What follows belongs to an exercise in optimizing a design on an open flow for small area, a short achievable clock period and few clock cycles; a production flow would make more cautious choices.
Where RTL was checked, it was by simulation tests only, not by an equivalence proof against the original.
The RTL of run 3 was laid out without a check of its function.
No activity file was given, so power comes from the tool's default toggle rates.

### flow/flow/run.sh
#!/bin/bash
# The standard layout with three changes: plain buffers on the ports; in the otherwise standard
# (hierarchical) synthesis, the pixel banks (module lcd_bank) are mapped by an area-oriented ABC
# script (flow/bank.script) and the rest by the standard one; timing repair aiming for a setup
# slack of 6.85 ns at the 10 ns clock.
set -euo pipefail
here=$(pwd)
cat > own_synth.tcl <<EOF2
proc abc {args} {
  set i [lsearch -exact \$args -script]
  set a2 \$args
  lset a2 [expr {\$i + 1}] $here/flow/bank.script
  yosys abc {*}\$a2 lcd_bank
  yosys abc {*}\$args LCD_CTRL
}
EOF2
cat synth_recipe.tcl >> own_synth.tcl
export BUFFER_PORTS_ARGS="-buffer_cell sky130_fd_sc_hd__buf_4"
bash standard.sh SYNTH_SCRIPT=$here/own_synth.tcl SETUP_SLACK_MARGIN=6.85 finish > standard.log 2>&1
### flow/flow/bank.script
strash
dch
amap
topo
stime -c
### flow/standard.sh
#!/bin/bash
# synth_recipe.tcl (not shown) runs the flow's synth.tcl, then flattens the netlist and writes it again
# the make line also repeats each setting of config.mk as NAME=value (left out here)
make -C /OpenROAD-flow-scripts/flow DESIGN_CONFIG=/design/flow/config.mk WORK_HOME=/design/flow/orfs CLKGATE_MAP_FILE= SYNTH_SCRIPT=/design/flow/synth_recipe.tcl "${@:-finish}"
### flow/config.mk
export PLATFORM = sky130hd
export DESIGN_NAME = LCD_CTRL
export DESIGN_NICKNAME = LCD_CTRL
export VERILOG_FILES = /design/flow/design.v
export SDC_FILE = /design/flow/constraint.sdc
export NUM_CORES = 8
export LEC_CHECK = 0
export ABC_AREA = 1
export CAP_MARGIN = 20
export CORE_MARGIN = 2
export CORE_UTILIZATION = 55
export CTS_CLUSTER_DIAMETER = 100
export CTS_CLUSTER_SIZE = 24
export SLEW_MARGIN = 20
export SYNTH_HIERARCHICAL = 1
### flow/constraint.sdc
create_clock -name core_clock -period 10.0 [get_ports {clk}]
set_input_delay 2.0000 -clock core_clock [delete_from_list [all_inputs] [get_ports {clk}]]
set_output_delay 2.0000 -clock core_clock [all_outputs]
set_load 0.01 [all_outputs]
### flow/design.v
module LCD_CTRL(
    input clk, cmd_valid, reset,
    input [3:0] cmd,
    input [7:0] IROM_Q,
    output IRAM_valid, IROM_rd, busy, done,
    output [5:0] IROM_A,
    output [5:0] IRAM_A,
    output [7:0] IRAM_D
);
    reg [2:0] r, c;           
    reg [1:0] ri0, ri1, ci0, ci1;
    reg [1:0] pri0, pri1, pci0, pci1;   
    reg       busy_r, cv, cw, wph, done_r, rom_rd, ram_v;
    reg       rsp;            
    reg       smax, smin, savg;
    reg       sperm;          
    reg [9:0] ssum;           
    reg       sv;             
    reg [3:0] srow, scol;     
    reg [5:0] rom_a, ram_a, wend;
    reg [7:0] ram_d;
    reg [63:0] ld;            
    reg [7:0] x0, x1, x2, x3;  
    reg       l0, l1, l2, l3;  
    assign busy = busy_r;
    assign done = done_r;
    assign IROM_rd = rom_rd;
    assign IROM_A = rom_a;
    assign IRAM_valid = ram_v;
    assign IRAM_A = ram_a;
    assign IRAM_D = ram_d;
    wire wc = l0 & l1 & l2 & l3;              
    wire [7:0] wd0, wd1, wd2, wd3;
    wire lb0, lb1, lb2, lb3;
    wire wcf = (l0 | lb0) & (l1 | lb1) & (l2 | lb2) & (l3 | lb3);
    wire opx = cv & (sperm ? wcf : (wc & (~savg | sv)));
    wire g01 = x0 >= x1, g02 = x0 >= x2, g03 = x0 >= x3;
    wire g12 = x1 >= x2, g13 = x1 >= x3, g23 = x2 >= x3;
    wire [7:0] vmax = ({8{ g01 &  g02 &  g03}} & x0) | ({8{~g01 &  g12 &  g13}} & x1) |
                      ({8{~g02 & ~g12 &  g23}} & x2) | ({8{~g03 & ~g13 & ~g23}} & x3);
    wire [7:0] vmin = ({8{~g01 & ~g02 & ~g03}} & x0) | ({8{ g01 & ~g12 & ~g13}} & x1) |
                      ({8{ g02 &  g12 & ~g23}} & x2) | ({8{ g03 &  g13 &  g23}} & x3);
    wire [9:0] sum = x0 + x1 + x2 + x3;
    wire [7:0] vavg = ssum[9:2];
    wire [7:0] vsym = ({8{smax}} & vmax) | ({8{smin}} & vmin) | ({8{savg}} & vavg);
    wire [7:0] nv0 = vsym | ({8{srow[0]}} & wd2) | ({8{scol[0]}} & wd1);
    wire [7:0] nv1 = vsym | ({8{srow[1]}} & wd3) | ({8{scol[1]}} & wd0);
    wire [7:0] nv2 = vsym | ({8{srow[2]}} & wd0) | ({8{scol[2]}} & wd3);
    wire [7:0] nv3 = vsym | ({8{srow[3]}} & wd1) | ({8{scol[3]}} & wd2);
    wire [3:0] wi0 = {ri0, ci0}, wi1 = {ri0, ci1}, wi2 = {ri1, ci0}, wi3 = {ri1, ci1};
    wire [3:0] pi0 = {pri0, pci0}, pi1 = {pri0, pci1}, pi2 = {pri1, pci0}, pi3 = {pri1, pci1};
    wire chg0 = wi0 != pi0, chg1 = wi1 != pi1, chg2 = wi2 != pi2, chg3 = wi3 != pi3;
    wire land = rom_rd & ~wph;                 
    assign lb0 = land & ~rsp & ~rom_a[3] & ~rom_a[0];
    assign lb1 = land & ~rsp & ~rom_a[3] &  rom_a[0];
    assign lb2 = land & ~rsp &  rom_a[3] & ~rom_a[0];
    assign lb3 = land & ~rsp &  rom_a[3] &  rom_a[0];
    wire sh0 = land & rsp & ~rom_a[3] & ~rom_a[0];
    wire sh1 = land & rsp & ~rom_a[3] &  rom_a[0];
    wire sh2 = land & rsp &  rom_a[3] & ~rom_a[0];
    wire sh3 = land & rsp &  rom_a[3] &  rom_a[0];
    wire wstart = cw & ~wph;
    assign wd0 = lb0 ? IROM_Q : x0;
    assign wd1 = lb1 ? IROM_Q : x1;
    assign wd2 = lb2 ? IROM_Q : x2;
    assign wd3 = lb3 ? IROM_Q : x3;
    wire [7:0] y0, y1, y2, y3;
    lcd_bank b0 (.clk(clk), .wa(pi0), .wd(wd0), .ra(wi0), .rd(y0));
    lcd_bank b1 (.clk(clk), .wa(pi1), .wd(wd1), .ra(wi1), .rd(y1));
    lcd_bank b2 (.clk(clk), .wa(pi2), .wd(wd2), .ra(wi2), .rd(y2));
    lcd_bank b3 (.clk(clk), .wa(pi3), .wd(wd3), .ra(wi3), .rd(y3));
    wire [5:0] a0 = {ri0, 1'b0, ci0, 1'b0};    
    wire [5:0] a1 = {ri0, 1'b0, ci1, 1'b1};
    wire [5:0] a2 = {ri1, 1'b1, ci0, 1'b0};
    wire [5:0] a3 = {ri1, 1'b1, ci1, 1'b1};
    wire ld0 = ld[a0], ld1 = ld[a1], ld2 = ld[a2], ld3 = ld[a3];
    wire nl0 = chg0 ? (ld0 | sh0) : (l0 | lb0);
    wire nl1 = chg1 ? (ld1 | sh1) : (l1 | lb1);
    wire nl2 = chg2 ? (ld2 | sh2) : (l2 | lb2);
    wire nl3 = chg3 ? (ld3 | sh3) : (l3 | lb3);
    wire miss = ~(nl0 & nl1 & nl2 & nl3);
    wire [5:0] fa = ~nl0 ? a0 : ~nl1 ? a1 : ~nl2 ? a2 : a3;
    wire sym = smax | smin | savg;            
    wire xch = chg0 | chg1 | chg2 | chg3 | land;
    always @(posedge clk) ssum <= (opx & sym) ? {vsym, 2'b00} : sum;
    always @(posedge clk) begin
        if (reset) sv <= 1'b0;
        else sv <= (opx & ~land) | ~xch;
    end
    always @(posedge clk) begin
        x0 <= opx ? nv0 : chg0 ? ((sh0 & ~ld0) ? IROM_Q : y0) : lb0 ? IROM_Q : x0;
        x1 <= opx ? nv1 : chg1 ? ((sh1 & ~ld1) ? IROM_Q : y1) : lb1 ? IROM_Q : x1;
        x2 <= opx ? nv2 : chg2 ? ((sh2 & ~ld2) ? IROM_Q : y2) : lb2 ? IROM_Q : x2;
        x3 <= opx ? nv3 : chg3 ? ((sh3 & ~ld3) ? IROM_Q : y3) : lb3 ? IROM_Q : x3;
    end
    wire take = cmd_valid & ~busy_r;
    wire mu = take & (cmd == 4'd1) & (r != 3'd0);
    wire md = take & (cmd == 4'd2) & (r != 3'd6);
    wire ml = take & (cmd == 4'd3) & (c != 3'd0);
    wire mr = take & (cmd == 4'd4) & (c != 3'd6);
    wire is_op = cmd >= 4'd5;
    wire [2:0] ru = r - 3'd1, rd = r + 3'd1, cl = c - 3'd1, cr = c + 3'd1;
    wire [1:0] ru0 = ru[2:1] + {1'b0, ru[0]}, rd0 = rd[2:1] + {1'b0, rd[0]};
    wire [1:0] cl0 = cl[2:1] + {1'b0, cl[0]}, cr0 = cr[2:1] + {1'b0, cr[0]};
    wire mv_any = mu | md | ml | mr;
    wire [5:0] fmv = mu ? {ru, c} : md ? {r + 3'd2, c} : ml ? {r, cl} : {r, c + 3'd2};
    wire [5:0] w = {r, c};
    wire [5:0] wfirst = wc ? w : rom_a;
    wire [5:0] wnext = (wstart ? wfirst : w) + 6'd1;
    wire [2:0] wr = wnext[5:3], wcl = wnext[2:0];
    wire       wlast = ram_v & (w == wend);     
    wire       wgo = wph & ~done_r & ~wlast;
    reg  [7:0] xs, ys;
    reg        nls;
    always @(*) begin
        case ({r[0], c[0]})
            2'b00: begin xs = x0; ys = y0; nls = ld[a0]; end
            2'b01: begin xs = x1; ys = y1; nls = ld[a1]; end
            2'b10: begin xs = x2; ys = y2; nls = ld[a2]; end
            default: begin xs = x3; ys = y3; nls = ld[a3]; end
        endcase
    end
    always @(posedge clk) begin
        ram_a <= wstart ? wfirst : w;
        ram_d <= wstart ? (wc ? xs : IROM_Q) : (nls ? ys : IROM_Q);
        if (wstart) wend <= wfirst;
    end
    wire cvn = (take & is_op) | (cv & ~opx);
    wire avgn = take ? (cmd == 4'd7) : savg;   
    wire svn = (opx & ~land) | ~xch;
    wire miss2 = (~nl0 & ~nl1) | (~nl0 & ~nl2) | (~nl0 & ~nl3) | (~nl1 & ~nl2) | (~nl1 & ~nl3) |
                 (~nl2 & ~nl3);
    wire permn = take ? ((cmd >= 4'd8) & (cmd <= 4'd11)) : sperm;
    wire dd = r[0] ^ c[0];                    
    always @(posedge clk, posedge reset) begin
        if (reset) begin
            busy_r <= 1'b0;
            done_r <= 1'b0;
            ram_v <= 1'b0;
        end else begin
            if (wph | wstart) begin
                busy_r <= 1'b1;
                ram_v <= wstart | wgo;
                if (wlast) done_r <= 1'b1;
            end else begin
                busy_r <= (take & (cmd == 4'd0)) |
                          (cvn & (permn ? miss2 : (miss | (avgn & ~svn))));
            end
        end
    end
    always @(posedge clk) begin
        if (reset) begin
            rom_rd <= 1'b1;
            rom_a <= 6'd36;
        end else begin
            rom_rd <= (wph | wstart) ? (wstart | wgo) : (miss | mv_any);
            rom_a <= (wph | wstart) ? wnext : mv_any ? fmv : fa;
        end
    end
    always @(posedge clk) begin
        if (reset) begin
            r <= 3'd3; c <= 3'd3;
            ri0 <= 2'd2; ri1 <= 2'd1; ci0 <= 2'd2; ci1 <= 2'd1;
            pri0 <= 2'd2; pri1 <= 2'd1; pci0 <= 2'd2; pci1 <= 2'd1;
            cv <= 1'b0;
            cw <= 1'b0;
            wph <= 1'b0;
            rsp <= 1'b0;
            l0 <= 1'b0; l1 <= 1'b0; l2 <= 1'b0; l3 <= 1'b0;
        end else begin
            pri0 <= ri0; pri1 <= ri1; pci0 <= ci0; pci1 <= ci1;
            l0 <= nl0; l1 <= nl1; l2 <= nl2; l3 <= nl3;
            if (wph | wstart) begin
                wph <= 1'b1;
                cv <= 1'b0;
                if (wstart | wgo) begin
                    r <= wr; c <= wcl;
                    ri1 <= wr[2:1]; ri0 <= wr[2:1] + {1'b0, wr[0]};
                    ci1 <= wcl[2:1]; ci0 <= wcl[2:1] + {1'b0, wcl[0]};
                end
                rsp <= 1'b0;
            end else begin
                if (mu) begin r <= ru; ri1 <= ru[2:1]; ri0 <= ru0; end
                if (md) begin r <= rd; ri1 <= rd[2:1]; ri0 <= rd0; end
                if (ml) begin c <= cl; ci1 <= cl[2:1]; ci0 <= cl0; end
                if (mr) begin c <= cr; ci1 <= cr[2:1]; ci0 <= cr0; end
                rsp <= mv_any;
                cv <= cvn;
                if (take & (cmd == 4'd0)) cw <= 1'b1;
            end
        end
    end
    integer q;
    always @(posedge clk) begin
        if (reset) ld <= 64'd0;
        else for (q = 0; q < 64; q = q + 1) if (land && rom_a == q) ld[q] <= 1'b1;
    end
    always @(posedge clk) begin
        if (take) begin
            smax <= cmd == 4'd5;
            sperm <= (cmd >= 4'd8) & (cmd <= 4'd11);
            smin <= cmd == 4'd6;
            savg <= cmd == 4'd7;
            srow[0] <= (cmd == 4'd10) | (cmd == 4'd8 &  dd) | (cmd == 4'd9 & ~dd);
            srow[1] <= (cmd == 4'd10) | (cmd == 4'd8 & ~dd) | (cmd == 4'd9 &  dd);
            srow[2] <= (cmd == 4'd10) | (cmd == 4'd8 & ~dd) | (cmd == 4'd9 &  dd);
            srow[3] <= (cmd == 4'd10) | (cmd == 4'd8 &  dd) | (cmd == 4'd9 & ~dd);
            scol[0] <= (cmd == 4'd11) | (cmd == 4'd8 & ~dd) | (cmd == 4'd9 &  dd);
            scol[1] <= (cmd == 4'd11) | (cmd == 4'd8 &  dd) | (cmd == 4'd9 & ~dd);
            scol[2] <= (cmd == 4'd11) | (cmd == 4'd8 &  dd) | (cmd == 4'd9 & ~dd);
            scol[3] <= (cmd == 4'd11) | (cmd == 4'd8 & ~dd) | (cmd == 4'd9 &  dd);
        end
    end
endmodule
module lcd_bank(
    input clk,
    input [3:0] wa, ra,
    input [7:0] wd,
    output [7:0] rd
);
    reg [7:0] m [0:15];
    integer k;
    always @(posedge clk)
        for (k = 0; k < 16; k = k + 1)
            if (wa == k) m[k] <= wd;
    assign rd = m[ra];
endmodule
==> results of run 1 <==
flip-flops by register name, summed over array words and instances (netlist names), 3 cells and up:
register	count
x2	8
ram_d	8
wend	6
r	3
b2.m	128
b0.m	128
c	3
b3.m	128
x1	8
x3	8
rom_a	6
ram_a	6
x0	8
ld	64
b1.m	128
ssum	8
final timing paths:
path,startpoint,endpoint,cells past startpoint
setup / recovery,ram_d[0]$_DFF_P_,IRAM_D[0],1
hold / removal,ld[1]$_SDFFE_PP0P_,ld[1]$_SDFFE_PP0P_,2
setup reg to reg,ri0[0]$_SDFFE_PP0P_,ram_d[4]$_DFF_P_,12
hold reg to reg,ld[1]$_SDFFE_PP0P_,ld[1]$_SDFFE_PP0P_,2
max in group asynchronous,reset,ram_v$_DFFE_PP0N_,2
min in group asynchronous,reset,busy_r$_DFF_PP0_,2
per-module statistics from Yosys (local to each module, per instance):
module | flip-flops and latches | area [sq um]
LCD_CTRL | 169 | 12100
lcd_bank | 128 | 4700
kinds of logic (layout without fill, tap and decap cells):
| kind of cell | after synthesis | in the layout |
|---|---|---|
| simple gates | 1211 | 1212 |
| flops | 681 | 681 |
| compound gates | 594 | 594 |
| buf+inv | 338 | 445 |
| fa+ha+maj | 87 | 87 |
| xor+xnor | 19 | 19 |
layer usage:
metal	vias up	global-route usage, %	part of all wire (%)
li1	10800	-	-
met1	11600	44.6	41
met2	1167	51.5	47
met3	249	4.11	8.2
met4	0	12.6	4.2
met5	-	0	0
power groups by stage:
| stage | Sequential, mW | Clock [mW] | Combinational, mW |
|---|---|---|---|
| 2_1_floorplan | 3.96 | 0 | 2.51 |
| 4_1_cts | 4.11 | 1.60 | 3.95 |
| 6_report | 4.14 | 1.58 | 4.17 |
| 3_3_place_gp | 4.16 | 0 | 3.74 |
| 5_1_grt | 4.14 | 1.69 | 4.54 |
| 3_5_place_dp | 4.16 | 0 | 3.83 |
stage by stage:
stage	hold slack [ps]	std cells	util [%]
after CTS	461	3760	61.3
final	459	3786	62.0
after floorplan	432	2930	-
after global routing	475	3786	62.0
after global placement	444	3692	58.3
after detailed placement	449	3697	58.7
Yosys cell counts, types with 10 or more instances:
| master | instances |
|---|---|
| clkinv_1 | 58 |
| o21ai_0 | 133 |
| nor2_1 | 244 |
| edfxtp_1 | 524 |
| dfxtp_1 | 154 |
| o2111ai_1 | 24 |
| nand3_1 | 178 |
| buf_2 | 20 |
| o211ai_1 | 33 |
| nor4_1 | 62 |
| nand2_1 | 558 |
| a211o_1 | 32 |
| nand4_1 | 109 |
| inv_1 | 189 |
| a21oi_1 | 163 |
| a22oi_1 | 154 |
| a222oi_1 | 32 |
| fa_1 | 16 |
| ha_1 | 71 |
| inv_2 | 10 |
| clkbuf_1 | 48 |
area by class of cell:
type	count	area (sq um)	share of cell area, %
sequential	681	19000	55.4
clock inverter	4	45.0	0.131
clock buffer	52	982	2.86
timing repair buffer	132	1040	3.02
multi-input combinational	1912	11300	32.9
tap	748	936	2.73
inverter	257	1010	2.95
what timing repair did:
item	CTS	global route
setup endpoints to repair	67	65
endpoints found under the hold margin	0	0
gates cloned	0	1
buffers inserted	7	25
gates resized for setup	94	49
pin swaps	3	12
==> run_results.csv, run 1 <==
group,metric,value,unit
status,status,"finished clean",
cts,numCtsBuffers,35,
synth,synth_area_per_cell,10.5,sq um
synth,synth_top_family_by_area,"simple AND/OR/NAND/NOR gates",
setup_path,reg2reg_slack,6860,ps
placement,port_buffers,38,
cts,worstSkewPairLatency,590,ps
synth,synth_fa_ha_area_share,3.91,%
placement,dpl_cell_area,0.0325,sq mm
sta,tns,0,ps
synth,synth_top_cell_by_area,"edfxtp_1",
cts,clk_path_buf_depth,3,
pwr,p_int,5.72,mW
sta,period_share,31.4,%
setup_path,criticalPathCategory,"flop to primary output",
pwr,pwr-share-clk,16.0,%
synth,syn_area,0.0309,sq mm
setup_path,crit_path_start_kind,"flop",
floorplan,ioPinCount,39,
floorplan,coreArea,0.0553,sq mm
drt,avgRoutedWirePerCell,24.8,microns
floorplan,die_h,241,microns
final_layout,drive_above_1_share,11.1,%
grt,grt_pass1_wl,139000,microns
pwr,power.switching,4.17,mW
sta,min_period,3140,ps
grt,grt_max_degree,84,
pwr,power_density,288,mW/mm^2
drt,wl,93700,microns
synth,synth_compound_area_share,12.5,%
pwr,switching_share,42.1,%
pwr,power_frac_seq,41.9,%
drt,vias_per_cell,6.30,
synth,yosys.area_share.simple,17.5,%
synth,synth_edf_count,524,
setup_path,cpPeakStageDelay,420,ps
synth,synth_mux_area_share,0,%
pwr,cellLeakagePower,12.3,nW
setup_path,path_buf_inv,1,
sta,hold_viol_final,0,
grt,grt.total_usage,32.1,%
setup_path,crit_family,"flip-flops",
floorplan,rows,86,
sta,fmaxAchievable,318,MHz
final_layout,layout_commonest_cell,"nand2_1",
synth,synthDistinctLibCells,50,
hold_path,min_path_type,"flop to flop",
cts,cts_hold_buffers,0,
grt,globalRouteOverflowTotal,0,
synth,netlist.area_leader.share,51.0,%
final_layout,syn2layout_area_growth,11.1,%
setup_path,cp_max_fo,1,
setup_path,crit_slowest_cell,"dfxtp_2",
pwr,ir_drop,0.211,mV
setup_path,arrival,1140,ps
synth,synth_xor_area_share,0.563,%
synth,synthFlopType,"edfxtp_1",
grt,grt_pass1_vias,22700,
synth,ys_warn_count,9,
synth,yosysSeqAreaShare,61.2,%
floorplan,die_area,0.0580,sq mm
setup_path,critPathCaptureType,"primary output",
sta,max_slew_margin,33.5,%
pwr,fin_total_pwr,9.89,mW
sta,tightest_slew,998,ps
sta,setup_ws,6860,ps
cts,cts.htree.levels,2,
final_layout,fin_area,0.0343,sq mm
synth,synth_fp_nets,3032,
pwr,power_frac_comb,42.1,%
final_layout,antenna_cells,0,
drt,drtAntennaViolNets,0,
cts,clkTransAtPathRegs,100,ps
placement,dp_hpwl,65300,microns
final_layout,layout_common_cells,"nand2_1 (550), edfxtp_1 (524), nor2_1 (238)",
synth,syn_inst,2930,
floorplan,die_w,241,microns
sta,fin_worst_skew,36.4,ps
sta,finalSetupViolCount,0,
synth,synth-async-reset-ratio,0.441,%
drt,num_vias,23800,
placement,dpl_worst_slack,6210,ps
placement,gp_congestion,1.01,
flow_run,maxCapViolCount,0,
drt,dr.pass1.iters,6,
final_layout,nFillCells,4576,
cts,root_buffer,"clkbuf_16",
cts,clkSinkCount,681,
cts,cts_tree,"yes",
final_layout,fin_nets,3121,
synth,ys_top_cells_by_area,"edfxtp_1 (51%), dfxtp_1 (10%), nand2_1 (6.8%)",
drt,drcViolationCount,0,
sta,rsz0062_at_grt,"true",
floorplan,start_util,55.8,%
grt,antenna_found_initial,2,
setup_path,cp_cell_sequence,"buf_4",
setup_path,crit_required,8000,ps
synth,synth_seq_cells,681,
sta,slew_violations,0,
drt,drtIter0Drc,2946,
Testbench counts, summed over its fixed seeds: cycles 10,934.
==> run 2, diff against run 1 <==
==> flow/flow/run.sh (replaced) <==
#!/bin/bash
# The standard layout with three changes: plain buffers on the ports; in the otherwise standard
# (hierarchical) synthesis, the pixel banks (module lcd_bank) are mapped by an area-oriented ABC
# script (flow/bank.script) and the rest by the standard one; timing repair aiming for a setup
# slack of 6.8 ns at the 10 ns clock.
set -euo pipefail
here=$(pwd)
cat > own_synth.tcl <<EOF2
proc abc {args} {
  set i [lsearch -exact \$args -script]
  set a2 \$args
  lset a2 [expr {\$i + 1}] $here/flow/bank.script
  yosys abc {*}\$a2 lcd_bank
  yosys abc {*}\$args LCD_CTRL
}
EOF2
cat synth_recipe.tcl >> own_synth.tcl
export BUFFER_PORTS_ARGS="-buffer_cell sky130_fd_sc_hd__buf_4"
bash standard.sh SYNTH_SCRIPT=$here/own_synth.tcl SETUP_SLACK_MARGIN=6.8 finish > standard.log 2>&1
==> run 2 against run 1 <==
Register-to-register slack worse by 30 ps; hold slack better by 2.2 ps; cell area about the same; core utilization down 0.059 points; largest power group is now sequential cells.
==> run_results.csv, run 2 <==
group,metric,value,unit
status,status,"finished clean",
floorplan,ioPinCount,39,
final_layout,drive_above_1_share,11.2,%
sta,max_slew_margin,40.0,%
pwr,ir_drop,0.181,mV
sta,hold_viol_final,0,
setup_path,worst_r2r_path_depth,14,
setup_path,crit_slowest_cell,"dfxtp_2",
setup_path,criticalPathCategory,"flop to primary output",
synth,ys_top_cells_by_area,"edfxtp_1 (51%), dfxtp_1 (10%), nand2_1 (6.8%)",
grt,grt_pass1_wl,140000,microns
drt,avgRoutedWirePerCell,25.0,microns
synth,synthDistinctLibCells,50,
cts,clkTransAtPathRegs,100,ps
cts,cts.htree.levels,2,
pwr,fin_total_pwr,9.78,mW
flow_run,maxCapViolCount,0,
grt,grt_pass1_vias,22400,
final_layout,fin_nets,3123,
synth,synth-async-reset-ratio,0.441,%
sta,min_period,3170,ps
synth,synth_most_common_cell,"nand2_1",
setup_path,arrival,1170,ps
synth,netlist.area_leader.share,51.0,%
cts,numCtsBuffers,34,
sta,setup_ws,6830,ps
grt,grt.total_usage,32.5,%
drt,num_vias,23900,
setup_path,cp_max_fo,1,
sta,period_share,31.7,%
floorplan,rows,86,
setup_path,crit_family,"flip-flops",
synth,syn_inst,2930,
setup_path,r2r_end,"x3[5]$_DFF_P_",
synth,synth_area_per_cell,10.5,sq um
grt,grt_max_degree,84,
synth,synth_seq_cells,681,
hold_path,whs_path_depth,2,
floorplan,coreArea,0.0553,sq mm
sta,tns,0,ps
sta,slew_violations,0,
synth,ys_warn_count,9,
synth,synth_edf_count,524,
pwr,power_density,286,mW/mm^2
hold_path,worstHoldEndpoint,"ld[35]$_SDFFE_PP0P_",
setup_path,crit_required,8000,ps
drt,dr.pass1.iters,8,
setup_path,reg2reg_from,"x3[2]$_DFF_P_",
cts,clk_path_buf_depth,3,
setup_path,crit_path_start_kind,"flop",
setup_path,reg2reg_slack,6830,ps
drt,drcViolationCount,0,
synth,synth_common_cells,"nand2_1 (558), edfxtp_1 (524), nor2_1 (244), inv_1 (189), nand3_1 (178)",
grt,globalRouteOverflowTotal,0,
sta,fin_worst_skew,39.9,ps
placement,gp_congestion,1.03,
cts,cts_hold_buffers,0,
cts,cts_tree,"yes",
drt,drtAntennaViolNets,0,
synth,syn_area,0.0309,sq mm
sta,fmaxAchievable,315,MHz
placement,dp_hpwl,65900,microns
setup_path,critPathCaptureType,"primary output",
drt,drtIter0Drc,3024,
final_layout,layout_common_cells,"nand2_1 (551), edfxtp_1 (524), nor2_1 (237)",
drt,vias_per_cell,6.29,
cts,clkSinkCount,681,
floorplan,die_w,241,microns
grt,antenna_found_initial,2,
sta,rsz0062_at_grt,"true",
cts,worstSkewPairLatency,600,ps
hold_path,min_from,"ld[35]$_SDFFE_PP0P_",
hold_path,min_path_type,"flop to flop",
placement,port_buffers,38,
drt,wl,94800,microns
sta,tightest_slew,897,ps
floorplan,die_h,241,microns
final_layout,layout_commonest_cell,"nand2_1",
floorplan,start_util,55.8,%
floorplan,die_area,0.0580,sq mm
synth,yosysSeqAreaShare,61.2,%
setup_path,cp_cell_sequence,"buf_4",
final_layout,antenna_cells,0,
pwr,cellLeakagePower,12.3,nW
synth,synthFlopType,"edfxtp_1",
placement,dpl_worst_slack,6180,ps
cts,root_buffer,"clkbuf_16",
sta,finalSetupViolCount,0,
synth,synth_fp_nets,3032,
setup_path,path_buf_inv,1,
final_layout,syn2layout_area_growth,11.0,%
setup_path,cpPeakStageDelay,420,ps
synth,synth_top_cell_by_area,"edfxtp_1",
[run 2: cell counts after synthesis]
Identical to the previous run, type by type.
[run 2: how the worst max path moves through the flow]
stage / from / to / slack, ps / cells after the start
after floorplan: cmd_valid / rom_a[2]$_SDFF_PP1_ / 6700 / 13
after global placement: c[1]$_SDFFE_PP1P_ / ram_d[5]$_DFF_P_ / 5960 / 12
after detailed placement: reset / rom_a[1]$_SDFF_PP0_ / 6180 / 4
after CTS: ri0[1]$_SDFFE_PP1P_ / ram_d[3]$_DFF_P_ / 6730 / 13
after global routing: x1[4]$_DFF_P_ / ssum[9]$_DFF_P_ / 6610 / 13
final: ram_d[1]$_DFF_P_ / IRAM_D[1] / 6830 / 1
[run 2: repair_timing]
action | 4_1_cts | 5_1_grt
buffers inserted | 6 | 31
cloned | 0 | 1
gates resized for setup | 69 | 73
setup endpoints to repair | 66 | 61
pin swaps | 1 | 13
[run 2: cell type report]
type / instances / area [sq um]
Sequential cell: 681 / 19000
Tap cell: 748 / 936
Clock inverter: 3 / 30.0
Fill cell: 4526 / 21000
Inverter: 257 / 1030
Multi-Input combinational cell: 1912 / 11300
Clock buffer: 58 / 962
Timing Repair Buffer: 135 / 1050
[run 2: power breakdown]
part	leakage (nW)	total [mW]	internal (mW)	switching (mW)
Sequential	6.11	4.17	3.75	0.426
Combinational	5.68	4.06	1.27	2.80
Clock	0.474	1.55	0.671	0.877
[run 2: through the flow]
| step | hold slack, ps | util, % | instances | instance area [sq um] |
|---|---|---|---|---|
| global placement | 442 | 58.3 | 3692 | 32300 |
| detailed placement | 451 | 58.6 | 3695 | 32400 |
| global route | 474 | 61.9 | 3794 | 34300 |
| finish | 461 | 61.9 | 3794 | 34300 |
| CTS | 465 | 61.0 | 3762 | 33700 |
| floorplan | 432 | - | 2930 | 30900 |
[run 2: per-module statistics from Yosys, one instance, submodules excluded]
module    cells  cell area, sq um  times used  flops+latches
LCD_CTRL   1866             12100           1            169
lcd_bank    266              4700           4            128
[run 2: cells by family after synthesis]
logic type	Yosys count	share of synthesized area, %
AO/OA/AOI/OAI	594	12.5
XOR/XNOR	19	0.563
adder cells (fa/ha/maj)	87	3.91
buffers and inverters	338	4.30
flip-flops	681	61.2
AND/OR/NAND/NOR	1211	17.5
[run 2: per-layer routing]
metal / part of all wire [%] / track usage (%)
met1: 41 / 45.1
met2: 46 / 51.6
met3: 8.8 / 5.52
met4: 4.0 / 12.1
met5: 0.030 / 0
==> run 3, diff against run 2 <==
--- a/flow/design.v
+++ b/flow/design.v
@@ -10,14 +10,17 @@
     reg [2:0] r, c;           
     reg [1:0] ri0, ri1, ci0, ci1;
     reg [1:0] pri0, pri1, pci0, pci1;   
-    reg       busy_r, cv, cw, wph, done_r, rom_rd, ram_v;
+    reg       busy_r, cv, cw, wph, done_r, rom_rdn, ram_v;
+    wire      rom_rd = ~rom_rdn;   
     reg       rsp;            
     reg       smax, smin, savg;
     reg       sperm;          
     reg [9:0] ssum;           
     reg       sv;             
     reg [3:0] srow, scol;     
-    reg [5:0] rom_a, ram_a, wend;
+    reg [5:0] ram_a, wend;
+    reg [5:0] rom_ax;         
+    wire [5:0] rom_a = rom_ax ^ 6'd36;
     reg [7:0] ram_d;
     reg [63:0] ld;            
     reg [7:0] x0, x1, x2, x3;  
@@ -136,25 +139,19 @@
         if (reset) begin
             busy_r <= 1'b0;
             done_r <= 1'b0;
+            rom_rdn <= 1'b0;                  
             ram_v <= 1'b0;
         end else begin
             if (wph | wstart) begin
                 busy_r <= 1'b1;
                 ram_v <= wstart | wgo;
                 if (wlast) done_r <= 1'b1;
+                rom_rdn <= ~(wstart | wgo);
             end else begin
+                rom_rdn <= ~(miss | mv_any);
                 busy_r <= (take & (cmd == 4'd0)) |
                           (cvn & (permn ? miss2 : (miss | (avgn & ~svn))));
             end
-        end
-    end
-    always @(posedge clk) begin
-        if (reset) begin
-            rom_rd <= 1'b1;
-            rom_a <= 6'd36;
-        end else begin
-            rom_rd <= (wph | wstart) ? (wstart | wgo) : (miss | mv_any);
-            rom_a <= (wph | wstart) ? wnext : mv_any ? fmv : fa;
         end
     end
     always @(posedge clk) begin
@@ -190,6 +187,10 @@
             end
         end
     end
+    always @(posedge clk, posedge reset) begin
+        if (reset) rom_ax <= 6'd0;
+        else rom_ax <= ((wph | wstart) ? wnext : mv_any ? fmv : fa) ^ 6'd36;
+    end
     integer q;
     always @(posedge clk) begin
         if (reset) ld <= 64'd0;
==> flow/flow/run.sh (replaced) <==
#!/bin/bash
# The standard layout with three changes: plain buffers on the ports; in the otherwise standard
# (hierarchical) synthesis, the pixel banks (module lcd_bank) are mapped by an area-oriented ABC
# script (flow/bank.script) and the rest by the standard one; timing repair aiming for a setup
# slack of 7 ns at the 10 ns clock.
set -euo pipefail
here=$(pwd)
cat > own_synth.tcl <<EOF2
proc abc {args} {
  set i [lsearch -exact \$args -script]
  set a2 \$args
  lset a2 [expr {\$i + 1}] $here/flow/bank.script
  yosys abc {*}\$a2 lcd_bank
  yosys abc {*}\$args LCD_CTRL
}
EOF2
cat synth_recipe.tcl >> own_synth.tcl
export BUFFER_PORTS_ARGS="-buffer_cell sky130_fd_sc_hd__buf_4"
bash standard.sh SYNTH_SCRIPT=$here/own_synth.tcl SETUP_SLACK_MARGIN=7 finish > standard.log 2>&1
==> run 3 against run 2 <==
Clock power barely moved; sequential power fell by 2%; die area rose by 1.1%; largest cell class unchanged; maximum frequency fell by 1.3%; still clean on timing, DRC and antenna; highest routed layer unchanged.
==> run_results.csv, run 3 <==
group,metric,value,unit
status,status,"finished clean",
synth,synth-async-reset-ratio,1.47,%
pwr,cellLeakagePower,12.7,nW
sta,fin_worst_skew,32.8,ps
synth,netlist.area_leader.share,50.4,%
final_layout,fin_nets,3196,
sta,tns,0,ps
drt,avgRoutedWirePerCell,24.2,microns
drt,dr.pass1.iters,8,
cts,clkSinkCount,681,
sta,min_period,3210,ps
sta,fmaxAchievable,311,MHz
final_layout,fin_cells,3876,
synth,synthFlopType,"edfxtp_1",
sta,period_share,32.1,%
setup_path,cp_max_fo,2,
floorplan,ioPinCount,39,
cts,numCtsBuffers,34,
drt,drtAntennaViolNets,0,
pwr,power_density,293,mW/mm^2
grt,antenna_found_initial,1,
drt,drcViolationCount,0,
grt,grt_max_degree,84,
placement,port_buffers,38,
pwr,ir_drop,0.252,mV
grt,globalRouteOverflowTotal,0,
setup_path,crit_required,8000,ps
cts,cts.htree.levels,2,
pwr,power.switching,4.40,mW
sta,finalSetupViolCount,0,
cts,worstSkewPairLatency,600,ps
setup_path,crit_family,"flip-flops",
final_layout,layout_common_cells,"nand2_1 (564), edfxtp_1 (524), nor2_1 (235)",
synth,ys_warn_count,9,
synth,synth_most_common_cell,"nand2_1",
setup_path,cp_cell_sequence,"inv_2, buf_6",
floorplan,rows,87,
grt,grt_pass1_wl,140000,microns
placement,gp_congestion,0.970,
synth,synth_edf_count,524,
hold_path,min_path_type,"flop to flop",
synth,synth_top_cell_by_area,"edfxtp_1",
synth,ys_top_cells_by_area,"edfxtp_1 (50%), dfxtp_1 (9.4%), nand2_1 (6.9%)",
sta,setup_ws,6790,ps
placement,dp_hpwl,63400,microns
synth,syn_area,0.0312,sq mm
pwr,pwr-share-clk,14.8,%
floorplan,coreArea,0.0563,sq mm
pwr,power_frac_comb,45.7,%
pwr,switching_share,42.4,%
synth,yosysSeqAreaShare,60.6,%
drt,drtIter0Drc,3024,
setup_path,arrival,1210,ps
synth,synthDistinctLibCells,61,
sta,tightest_slew,1040,ps
synth,synth_common_cells,"nand2_1 (574), edfxtp_1 (524), nor2_1 (243), inv_1 (208), a21oi_1 (179)",
final_layout,antenna_cells,0,
synth,synth_fp_nets,3071,
setup_path,crit_path_start_kind,"flop",
floorplan,die_h,242,microns
grt,grt_pass1_vias,22900,
setup_path,criticalPathCategory,"flop to primary output",
final_layout,layout_commonest_cell,"nand2_1",
synth,synth_area_per_cell,10.5,sq um
synth,syn_inst,2969,
pwr,power_frac_seq,39.4,%
final_layout,syn2layout_area_growth,13.4,%
placement,place_inst,3723,
final_layout,drive_above_1_share,14.7,%
sta,rsz0062_at_grt,"true",
drt,num_vias,23900,
final_layout,nFillCells,4603,
flow_run,maxCapViolCount,0,
setup_path,crit_slowest_cell,"dfrtp_2",
sta,slew_violations,0,
sta,hold_viol_final,0,
cts,cts_tree,"yes",
drt,wl,93900,microns
drt,vias_per_cell,6.16,
placement,dpl_worst_slack,5910,ps
floorplan,start_util,55.5,%
floorplan,die_area,0.0587,sq mm
setup_path,path_buf_inv,2,
synth,synth_seq_cells,681,
setup_path,critPathCaptureType,"primary output",
cts,clk_path_buf_depth,3,
floorplan,die_w,242,microns
cts,clkTransAtPathRegs,100,ps
grt,grt.total_usage,31.5,%
sta,max_slew_margin,30.5,%
setup_path,cpPeakStageDelay,430,ps
pwr,p_int,5.98,mW
cts,root_buffer,"clkbuf_16",
run 3: changes by cell type in the layout (fill, tap and decap cells not counted), sizes merged, moves of 8 or more:
cell	delta
buf	+39
clkinvlp	+8
inv	+16
a21oi	+20
nand2	+19
nand3	-24
o211ai	-20
run 3: worst paths after layout:
kind	cells past startpoint	slack (ps)	startpoint	end
max	2	6790	rom_ax[2]$_DFF_PP0_	IROM_A[2]
min	2	460	ld[50]$_SDFFE_PP0P_	ld[50]$_SDFFE_PP0P_
max reg2reg	13	7060	ci0[1]$_SDFFE_PP1P_	ram_d[5]$_DFF_P_
min reg2reg	2	460	ld[50]$_SDFFE_PP0P_	ld[50]$_SDFFE_PP0P_
max in group asynchronous	2	8180	reset	rom_ax[1]$_DFF_PP0_
min in group asynchronous	2	1610	reset	ram_v$_DFFE_PP0N_
run 3: layer usage:
layer  vias to the layer above  part of all wire (%)  GRT usage [%]
met4                         2                   3.5           10.6
met5                         -                 0.063              0
met1                     11600                    41           44.6
met3                       181                   8.7           4.71
li1                      11000                     -              -
met2                      1144                    46           50.0
run 3: power by group through the flow:
stage | registers (mW) | logic (mW) | clock network (mW)
after global routing | 4.10 | 5.15 | 1.66
after global placement | 4.18 | 3.85 | 0
final | 4.09 | 4.75 | 1.54
after detailed placement | 4.18 | 3.95 | 0
after CTS | 4.10 | 4.26 | 1.57
after floorplan | 3.98 | 2.63 | 0
run 3: cell families after synthesis:
family,Yosys count,synth area share (%)
AND/OR/NAND/NOR,1201,17.2
AO/OA/AOI/OAI,614,12.7
XOR/XNOR,21,0.589
flip-flops,681,60.6
adder cells (fa/ha/maj),87,3.87
buffers and inverters,365,4.95
run 3: Yosys stat by module (local to each module, per instance):
module | flops+latches | times used | cells inside
LCD_CTRL | 169 | 1 | 1905
lcd_bank | 128 | 4 | 266
run 3: layout make-up:
cell class	instances	area, sq um	share of cell area [%]
timing repair buffer	174	1550	4.38
inverter	278	1190	3.36
clock inverter	6	53.8	0.152
sequential	681	19000	53.8
tap	756	946	2.67
clock buffer	56	933	2.64
multi-input combinational	1925	11700	33.0
run 3: what timing repair did:
item | 4_1_cts | 5_1_grt
setup endpoints to repair | 125 | 85
pin swaps | 21 | 52
hold buffers | 0 | 0
gates cloned | 0 | 2
setup buffers | 42 | 47
resized for setup | 178 | 96
run 3: worst min-delay path, delay by kind of cell, from the launching register on:
family	cells	cell delay [ps]
buffers and inverters	1	60
flip-flops	1	310
AO/OA/AOI/OAI	1	60
run 3: through the flow:
step | utilization, % | instance area (sq um) | total power [mW] | hold WS (ps)
after CTS | 61.5 | 34600 | 9.93 | 463
final | 62.9 | 35400 | 10.4 | 461
after global routing | 62.9 | 35400 | 10.9 | 480
after detailed placement | 57.9 | 32600 | 8.13 | 448
after global placement | 57.7 | 32400 | 8.02 | 441
after floorplan | - | 31300 | 6.60 | 432

==> static timing again, ports no longer ideal <==
No port has a modelled driver above. Below, the same layouts with a new extraction and two added sets of constraints. Step 1, drivers: a clkbuf_16 drives clk and a buf_2 each remaining input, both assumed. Step 2 adds t to the input delays and takes it off the output delays; t is the mean of the earliest and latest rising clock arrival at the registers after step 1. Input paths then give back, and output paths get back, about the clock's delay inside the block. Slacks: ideal ports / drivers / drivers and shift; pairs: ideal ports / drivers.
run | t, ns | setup WS [ns] | worst setup path after step 2
run 1 | 0.641 | 6.857 / 6.791 / 6.408 | input to register
run 2 | 0.644 | 6.830 / 6.764 / 6.329 | input to register
run 3 | 0.639 | 6.789 / 6.730 / 6.387 | input to register
After both steps setup and hold are still met in every run listed. For run 2, which loses most, drivers alone change the setup slack by -0.066 ns; drivers and shift together by -0.501 ns.
